This is an optimization exercise on Yosys and OpenROAD, whose aim is small area and a short achievable clock period, not a production implementation. RTL that was checked went through simulation tests only; none was proved equivalent to the original. No activity file was given, so power comes from the tool's default toggle rates.

==> module program_counter, before the edit <==
module program_counter(
	input wire [15:0] pc,
	input wire [15:0] instruction,
	input wire step,
	input wire clr,
	output wire [15:0] d_nt,
	output wire [15:0] d_br
);
	wire [15:0] pc_inc = pc + 16'd1;
	wire is_j = (instruction[15:12] == 4'd15);
	assign d_nt = clr ? 16'd0 : !step ? pc :
	              is_j ? {pc_inc[15:12], instruction[11:0]} : pc_inc;
	assign d_br = pc_inc + {{12{instruction[3]}}, instruction[3:0]};
endmodule
==> module register_file, before the edit <==
module register_file(
	input wire [255:0] R,
	input wire [3:0] addr,
	input wire [15:0] W,
	input wire fwd,
	output reg [15:0] data
);
	integer j;
	always @* begin
		data = {16{fwd}} & W;
		for (j = 0; j < 4; j = j + 1)
			data = data | ({16{~fwd & (addr[3:2] == j)}} & R[16*(4*j + addr[1:0]) +: 16]);
	end
endmodule
==> module microprocessor, before the edit <==
module microprocessor(
	input wire clk,
	input wire clr,
	input wire step,
	input wire [15:0] instruction,
	output wire [15:0] pc_out,
	output reg wb_en,
	output reg [3:0] wb_addr,
	output wire [15:0] wb_data,
	output reg st_en,
	output reg [1:0] st_addr,
	output reg [15:0] st_data
);
	wire [3:0] op = instruction[15:12];
	wire [3:0] ra = instruction[11:8];
	wire [3:0] rb = instruction[7:4];
	wire [3:0] rc = instruction[3:0];
	reg [255:0] R;           
	reg [63:0] M;            
	reg [3:0] q_s0, q_s1_0, q_s1_1, q_s2_0, q_s2_1, q_s3_0, q_s3_1;
	reg q_c4, q_c8_0, q_c8_1, q_c12_0, q_c12_1;
	reg [15:0] q_logic;
	reg q_log, q_sum, q_slt, q_taken;
	reg [3:0] q_lsel;        
	reg [15:0] pc_nt, pc_br;
	genvar gi;
	wire c8 = q_c8_0 | (q_c8_1 & q_c4);
	wire c12 = q_c12_0 | (q_c12_1 & c8);
	wire [15:0] sum = {c12 ? q_s3_1 : q_s3_0, c8 ? q_s2_1 : q_s2_0,
	                   q_c4 ? q_s1_1 : q_s1_0, q_s0};
	wire [15:0] res = ({16{q_lsel[0]}} & M[15:0]) | ({16{q_lsel[1]}} & M[31:16]) |
	                  ({16{q_lsel[2]}} & M[47:32]) | ({16{q_lsel[3]}} & M[63:48]) |
	                  ({16{q_log}} & q_logic) | ({16{q_sum}} & sum) |
	                  {15'd0, q_slt & sum[15]};
	assign wb_data = res;
	wire [15:0] pc = q_taken ? pc_br : pc_nt;
	assign pc_out = pc;
	wire [15:0] r_wdata = res & {16{~clr}};
	generate
		for (gi = 0; gi < 16; gi = gi + 1) begin : rf
			wire en = clr | (wb_en & (wb_addr == gi));
			always @(posedge clk)
				if (en) R[16*gi +: 16] <= r_wdata;
		end
	endgenerate
	wire [63:0] m_init = {16'd0, 16'd5, 16'd22, 16'd1};
	generate
		for (gi = 0; gi < 4; gi = gi + 1) begin : dm
			wire en = clr | (st_en & (st_addr == gi));
			always @(posedge clk)
				if (en) M[16*gi +: 16] <= clr ? m_init[16*gi +: 16] : st_data;
		end
	endgenerate
	wire [15:0] A, B;
	register_file read_a (.R(R), .addr(ra), .W(res), .fwd(wb_en && wb_addr == ra), .data(A));
	register_file read_b (.R(R), .addr(rb), .W(res), .fwd(wb_en && wb_addr == rb), .data(B));
	wire [3:0] s0, s1_0, s1_1, s2_0, s2_1, s3_0, s3_1;
	wire c4, c8_0, c8_1, c12_0, c12_1, neq;
	wire [15:0] logic_res;
	ALU alu0 (.A(A), .B(B), .op(op), .s0(s0), .c4(c4), .s1_0(s1_0), .s1_1(s1_1),
	          .s2_0(s2_0), .s2_1(s2_1), .s3_0(s3_0), .s3_1(s3_1), .c8_0(c8_0), .c8_1(c8_1),
	          .c12_0(c12_0), .c12_1(c12_1), .logic_res(logic_res), .neq(neq));
	wire is_lw = (op == 4'd8);
	wire wr = step & ((op[3:1] == 3'b000) | (op == 4'd2) | (op[3:1] == 3'b011) | is_lw);
	wire st = step & (op == 4'd10);
	wire [1:0] maddr = B[1:0] + rc[1:0];
	wire [15:0] d_nt, d_br;
	program_counter pc0 (.pc(pc), .instruction(instruction), .step(step), .clr(clr),
	                     .d_nt(d_nt), .d_br(d_br));
	always @(posedge clk) begin
		if (clr) begin
			wb_en <= 1'b0;
			st_en <= 1'b0;
			q_taken <= 1'b0;
		end else begin
			wb_en <= wr;
			st_en <= st;
			q_taken <= step & (op == 4'd14) & neq;
		end
		pc_nt <= d_nt;
		pc_br <= d_br;
		q_s0 <= s0;
		q_c4 <= c4;
		q_s1_0 <= s1_0;
		q_s1_1 <= s1_1;
		q_c8_0 <= c8_0;
		q_c8_1 <= c8_1;
		q_s2_0 <= s2_0;
		q_s2_1 <= s2_1;
		q_c12_0 <= c12_0;
		q_c12_1 <= c12_1;
		q_s3_0 <= s3_0;
		q_s3_1 <= s3_1;
		q_logic <= logic_res;
		q_log <= (op[3:1] == 3'b000);
		q_sum <= (op == 4'd2) | (op == 4'd6);
		q_slt <= (op == 4'd7);
		q_lsel <= {4{is_lw}} & (4'b0001 << maddr);
		wb_addr <= is_lw ? rb : rc;
		st_addr <= maddr;
		st_data <= B;
	end
endmodule
export LEC_CHECK = 0
export CAP_MARGIN = 20
export CORE_MARGIN = 2
export CORE_UTILIZATION = 40
export CTS_CLUSTER_DIAMETER = 80
export CTS_CLUSTER_SIZE = 20
export SETUP_SLACK_MARGIN = 5
export SLEW_MARGIN = 20
export SYNTH_HIERARCHICAL = 1
create_clock -name core_clock -period 10.5 [get_ports {clk}]
standard.sh (not shown) runs the stock make flow with config.mk's settings and CLKGATE_MAP_FILE= SYNTH_SCRIPT=/design/flow/synth_recipe.tcl, a recipe that flattens the netlist after the stock synthesis.
==> flow/flow/run.sh <==
#!/bin/bash
# Own layout flow: the standard flow (standard.sh, the standard synthesis
# script and ORFS) with a few extra ORFS settings:
#  - the port buffers are sky130_fd_sc_hd__buf_4 instead of the resizer's default
#    choice (a slow delay cell);
#  - repair_timing aims for a larger setup margin.
# Each step's full output goes to a log file in the work folder.
set -euo pipefail
W=$(pwd)
X=("BUFFER_PORTS_ARGS=-buffer_cell sky130_fd_sc_hd__buf_4")
if [[ -f flow/extra.txt ]]; then
  while IFS= read -r line; do
    [[ -z "$line" || "$line" == \#* ]] && continue
    X+=("$line")
  done < flow/extra.txt
fi
printf '%s\n' "${X[@]}" > "$W/flow_settings.log"
bash standard.sh "${X[@]}" synth > "$W/flow_synth.log" 2>&1
bash standard.sh "${X[@]}" finish > "$W/flow_layout.log" 2>&1
test -f out/final.def
==> flow/flow/extra.txt <==
SETUP_SLACK_MARGIN=6.2
TNS_END_PERCENT=100
Edit:
--- a/flow/design.v
+++ b/flow/design.v
@@ -47,24 +47,18 @@
 );
 	wire [15:0] pc_inc = pc + 16'd1;
 	wire is_j = (instruction[15:12] == 4'd15);
-	assign d_nt = clr ? 16'd0 : !step ? pc :
-	              is_j ? {pc_inc[15:12], instruction[11:0]} : pc_inc;
-	assign d_br = pc_inc + {{12{instruction[3]}}, instruction[3:0]};
+	wire [15:0] nt = is_j ? {pc_inc[15:12], instruction[11:0]} : pc_inc;
+	assign d_nt = clr ? 16'd0 : step ? nt : pc;
+	wire [4:0] imm1 = {instruction[3], instruction[3:0]} + 5'd1;
+	assign d_br = pc + {{11{imm1[4]}}, imm1};
 endmodule
 `timescale 1ns / 1ps
 module register_file(
 	input wire [255:0] R,
 	input wire [3:0] addr,
-	input wire [15:0] W,
-	input wire fwd,
-	output reg [15:0] data
+	output wire [15:0] data
 );
-	integer j;
-	always @* begin
-		data = {16{fwd}} & W;
-		for (j = 0; j < 4; j = j + 1)
-			data = data | ({16{~fwd & (addr[3:2] == j)}} & R[16*(4*j + addr[1:0]) +: 16]);
-	end
+	assign data = R[16*addr +: 16];
 endmodule
 `timescale 1ns / 1ps
 module microprocessor(
@@ -120,9 +114,11 @@
 				if (en) M[16*gi +: 16] <= clr ? m_init[16*gi +: 16] : st_data;
 		end
 	endgenerate
-	wire [15:0] A, B;
-	register_file read_a (.R(R), .addr(ra), .W(res), .fwd(wb_en && wb_addr == ra), .data(A));
-	register_file read_b (.R(R), .addr(rb), .W(res), .fwd(wb_en && wb_addr == rb), .data(B));
+	wire [15:0] Ar, Br;
+	register_file read_a (.R(R), .addr(ra), .data(Ar));
+	register_file read_b (.R(R), .addr(rb), .data(Br));
+	wire [15:0] A = (wb_en && wb_addr == ra) ? res : Ar;
+	wire [15:0] B = (wb_en && wb_addr == rb) ? res : Br;
 	wire [3:0] s0, s1_0, s1_1, s2_0, s2_1, s3_0, s3_1;
 	wire c4, c8_0, c8_1, c12_0, c12_1, neq;
 	wire [15:0] logic_res;
Outcome: The new run completed with no timing, DRC or antenna violations; die area stays flat; first-iteration DRC count came out higher by about 19%; via count came out lower by about 2.6%; hold slack loses 0.033 ns; non-clock buffer count came out lower by 8; utilization came out lower by 0.66 points; final area came out lower by 1.4%; sequential share of layout area came out higher by 0.76 points; global-route usage came out higher by 1.0 points; register-to-register slack gains 0.49 ns; total power came out lower by 2.1%; synthesized area is about the same; fmax came out higher by about 0.43%.
No functional check of the RTL was part of any run of this note.

---

== the reference run ==
The RTL this note starts from:
==> flow/design.v <==
`timescale 1ns / 1ps
module ALU(
	input wire [15:0] A,
	input wire [15:0] B,
	input wire [3:0] op,
	output wire [3:0] s0,
	output wire c4,
	output wire [3:0] s1_0, s1_1, s2_0, s2_1, s3_0, s3_1,
	output wire c8_0, c8_1, c12_0, c12_1,
	output wire [15:0] logic_res,
	output wire neq
);
	function [4:0] cla4(input [3:0] p, input [3:0] g, input c);
		reg c1, c2, c3, c4;
		begin
			c1 = g[0] | (p[0] & c);
			c2 = g[1] | (p[1] & g[0]) | (p[1] & p[0] & c);
			c3 = g[2] | (p[2] & g[1]) | (p[2] & p[1] & g[0]) | (p[2] & p[1] & p[0] & c);
			c4 = g[3] | (p[3] & g[2]) | (p[3] & p[2] & g[1]) | (p[3] & p[2] & p[1] & g[0])
			     | (p[3] & p[2] & p[1] & p[0] & c);
			cla4 = {c4, p ^ {c3, c2, c1, c}};
		end
	endfunction
	wire sub = op[2];
	wire [15:0] x = A ^ {16{sub}};
	wire [15:0] p = B ^ x;
	wire [15:0] g = B & x;
	wire c16_0, c16_1;
	assign {c4, s0} = cla4(p[3:0], g[3:0], sub);
	assign {c8_0, s1_0} = cla4(p[7:4], g[7:4], 1'b0);
	assign {c8_1, s1_1} = cla4(p[7:4], g[7:4], 1'b1);
	assign {c12_0, s2_0} = cla4(p[11:8], g[11:8], 1'b0);
	assign {c12_1, s2_1} = cla4(p[11:8], g[11:8], 1'b1);
	assign {c16_0, s3_0} = cla4(p[15:12], g[15:12], 1'b0);
	assign {c16_1, s3_1} = cla4(p[15:12], g[15:12], 1'b1);
	assign logic_res = op[0] ? (B | A) : (B & A);
	assign neq = ~&p;
endmodule
`timescale 1ns / 1ps
module program_counter(
	input wire [15:0] pc,
	input wire [15:0] instruction,
	input wire step,
	input wire clr,
	output wire [15:0] d_nt,
	output wire [15:0] d_br
);
	wire [15:0] pc_inc = pc + 16'd1;
	wire is_j = (instruction[15:12] == 4'd15);
	wire [15:0] nt = is_j ? {pc_inc[15:12], instruction[11:0]} : pc_inc;
	assign d_nt = {16{~clr}} & (step ? nt : pc);
	assign d_br = pc + {{12{instruction[3]}}, instruction[3:0]} + 16'd1;
endmodule
`timescale 1ns / 1ps
module register_file(
	input wire [255:0] R,
	input wire [3:0] addr,
	output wire [15:0] data
);
	assign data = R[16*addr +: 16];
endmodule
`timescale 1ns / 1ps
module microprocessor(
	input wire clk,
	input wire clr,
	input wire step,
	input wire [15:0] instruction,
	output wire [15:0] pc_out,
	output reg wb_en,
	output reg [3:0] wb_addr,
	output wire [15:0] wb_data,
	output reg st_en,
	output reg [1:0] st_addr,
	output reg [15:0] st_data
);
	wire [3:0] op = instruction[15:12];
	wire [3:0] ra = instruction[11:8];
	wire [3:0] rb = instruction[7:4];
	wire [3:0] rc = instruction[3:0];
	reg [255:0] R;           
	reg [63:0] M;            
	reg [3:0] q_s0, q_s1_0, q_s1_1, q_s2_0, q_s2_1, q_s3_0, q_s3_1;
	reg q_c4, q_c8_0, q_c8_1, q_c12_0, q_c12_1;
	reg [15:0] q_logic;
	reg q_log, q_sum, q_slt, q_taken;
	reg [3:0] q_lsel;        
	reg [15:0] pc_nt, pc_br;
	genvar gi;
	wire c8 = q_c8_0 | (q_c8_1 & q_c4);
	wire c12 = q_c12_0 | (q_c12_1 & c8);
	wire [15:0] sum = {c12 ? q_s3_1 : q_s3_0, c8 ? q_s2_1 : q_s2_0,
	                   q_c4 ? q_s1_1 : q_s1_0, q_s0};
	wire [15:0] res = ({16{q_lsel[0]}} & M[15:0]) | ({16{q_lsel[1]}} & M[31:16]) |
	                  ({16{q_lsel[2]}} & M[47:32]) | ({16{q_lsel[3]}} & M[63:48]) |
	                  ({16{q_log}} & q_logic) | ({16{q_sum}} & sum) |
	                  {15'd0, q_slt & sum[15]};
	assign wb_data = res;
	wire [15:0] pc = q_taken ? pc_br : pc_nt;
	assign pc_out = pc;
	wire [15:0] r_wdata = res & {16{~clr}};
	generate
		for (gi = 0; gi < 16; gi = gi + 1) begin : rf
			wire en = clr | (wb_en & (wb_addr == gi));
			always @(posedge clk)
				if (en) R[16*gi +: 16] <= r_wdata;
		end
	endgenerate
	wire [63:0] m_init = {16'd0, 16'd5, 16'd22, 16'd1};
	generate
		for (gi = 0; gi < 4; gi = gi + 1) begin : dm
			wire en = clr | (st_en & (st_addr == gi));
			always @(posedge clk)
				if (en) M[16*gi +: 16] <= clr ? m_init[16*gi +: 16] : st_data;
		end
	endgenerate
	wire [15:0] Ar, Br;
	register_file read_a (.R(R), .addr(ra), .data(Ar));
	register_file read_b (.R(R), .addr(rb), .data(Br));
	wire [15:0] A = (wb_en && wb_addr == ra) ? res : Ar;
	wire [15:0] B = (wb_en && wb_addr == rb) ? res : Br;
	wire [3:0] s0, s1_0, s1_1, s2_0, s2_1, s3_0, s3_1;
	wire c4, c8_0, c8_1, c12_0, c12_1, neq;
	wire [15:0] logic_res;
	ALU alu0 (.A(A), .B(B), .op(op), .s0(s0), .c4(c4), .s1_0(s1_0), .s1_1(s1_1),
	          .s2_0(s2_0), .s2_1(s2_1), .s3_0(s3_0), .s3_1(s3_1), .c8_0(c8_0), .c8_1(c8_1),
	          .c12_0(c12_0), .c12_1(c12_1), .logic_res(logic_res), .neq(neq));
	wire is_lw = (op == 4'd8);
	wire wr = step & ((op[3:1] == 3'b000) | (op == 4'd2) | (op[3:1] == 3'b011) | is_lw);
	wire st = step & (op == 4'd10);
	wire [1:0] maddr = B[1:0] + rc[1:0];
	wire [15:0] d_nt, d_br;
	program_counter pc0 (.pc(pc), .instruction(instruction), .step(step), .clr(clr),
	                     .d_nt(d_nt), .d_br(d_br));
	always @(posedge clk) begin
		if (clr) begin
			wb_en <= 1'b0;
			st_en <= 1'b0;
			q_taken <= 1'b0;
		end else begin
			wb_en <= wr;
			st_en <= st;
			q_taken <= step & (op == 4'd14) & neq;
		end
		pc_nt <= d_nt;
		pc_br <= d_br;
		q_s0 <= s0;
		q_c4 <= c4;
		q_s1_0 <= s1_0;
		q_s1_1 <= s1_1;
		q_c8_0 <= c8_0;
		q_c8_1 <= c8_1;
		q_s2_0 <= s2_0;
		q_s2_1 <= s2_1;
		q_c12_0 <= c12_0;
		q_c12_1 <= c12_1;
		q_s3_0 <= s3_0;
		q_s3_1 <= s3_1;
		q_logic <= logic_res;
		q_log <= (op[3:1] == 3'b000);
		q_sum <= (op == 4'd2) | (op == 4'd6);
		q_slt <= (op == 4'd7);
		q_lsel <= {4{is_lw}} & (4'b0001 << maddr);
		wb_addr <= is_lw ? rb : rc;
		st_addr <= maddr;
		st_data <= B;
	end
endmodule
clock: 10.5 ns
lec_check: 0
cap_margin: 20
core_margin: 2
core_utilization: 40
cts_cluster_diameter: 80
cts_cluster_size: 20
place_density: 0.75
setup_slack_margin: 5
slew_margin: 20
synth_hierarchical: 1
Scripts as last shown in full above: flow/flow/run.sh, flow/flow/extra.txt
Inputs modified between the reference run and the trial run:
-- flow/design.v --
<<< the reference run, line 35
	assign {c16_1, s3_1} = cla4(p[15:12], g[15:12], 1'b1);
	assign logic_res = op[0] ? (B | A) : (B & A);
	assign neq = ~&p;
endmodule
`timescale 1ns / 1ps
>>> the trial run, line 35
	assign {c16_1, s3_1} = cla4(p[15:12], g[15:12], 1'b1);
	assign logic_res = op[0] ? (B | A) : (B & A);
	assign neq = (B != A);
endmodule
`timescale 1ns / 1ps
<<< the reference run, line 48
	wire [15:0] pc_inc = pc + 16'd1;
	wire is_j = (instruction[15:12] == 4'd15);
	wire [15:0] nt = is_j ? {pc_inc[15:12], instruction[11:0]} : pc_inc;
	assign d_nt = {16{~clr}} & (step ? nt : pc);
	assign d_br = pc + {{12{instruction[3]}}, instruction[3:0]} + 16'd1;
endmodule
`timescale 1ns / 1ps
>>> the trial run, line 48
	wire [15:0] pc_inc = pc + 16'd1;
	wire is_j = (instruction[15:12] == 4'd15);
	assign d_nt = clr ? 16'd0 : !step ? pc :
	              is_j ? {pc_inc[15:12], instruction[11:0]} : pc_inc;
	assign d_br = pc_inc + {{12{instruction[3]}}, instruction[3:0]};
endmodule
`timescale 1ns / 1ps
--- outcome ---
The trial run ended with less final critical-path share of the clock period than the reference run. The trial run does better than the reference run on slack of the critical path. [compare] base=the reference run new=the trial run: area inside the core boundary +about 3%; width of the chip has increased; fraction of standard cell area in multi-input logic up 1.3 points. Compared with the reference run, the trial run shows a higher design internal power.

## afterwards: timing with drivers on the ports
How much do the figures lean on ideal ports? The routed layouts below were timed once more, with nothing changed but the port constraints.
Step 1 sets driving cells, clkbuf_16 on the clock port and buf_2 on the other inputs (assumed; they add their load-dependent delay and slew).
Step 2 adds t to the input delays and takes it off the output delays; t is the mean of the earliest and latest rising clock arrival at the registers after step 1. Input paths then give back, and output paths get back, about the clock's delay inside the block.
Slacks: ideal / step 1 / step 2; pairs: ideal / step 1.
run	t (ns)	setup WS [ns]	slew at the worst register clock pin (ns)	worst data-port slew with drivers (ns)
the first run of note 1	0.627	6.214 / 6.165 / 5.538	0.09 / 0.09	0.20
the second run of note 1	0.636	6.232 / 6.124 / 5.488	0.09 / 0.09	0.17
the reference run	0.619	6.179 / 6.014 / 5.395	0.09 / 0.09	0.22
the trial run	0.627	6.231 / 6.115 / 5.488	0.09 / 0.09	0.19
After both steps every run listed still meets setup and hold. The setup slack of the reference run, which loses most, moves by -0.165 ns with the drivers and by -0.784 ns with both steps.
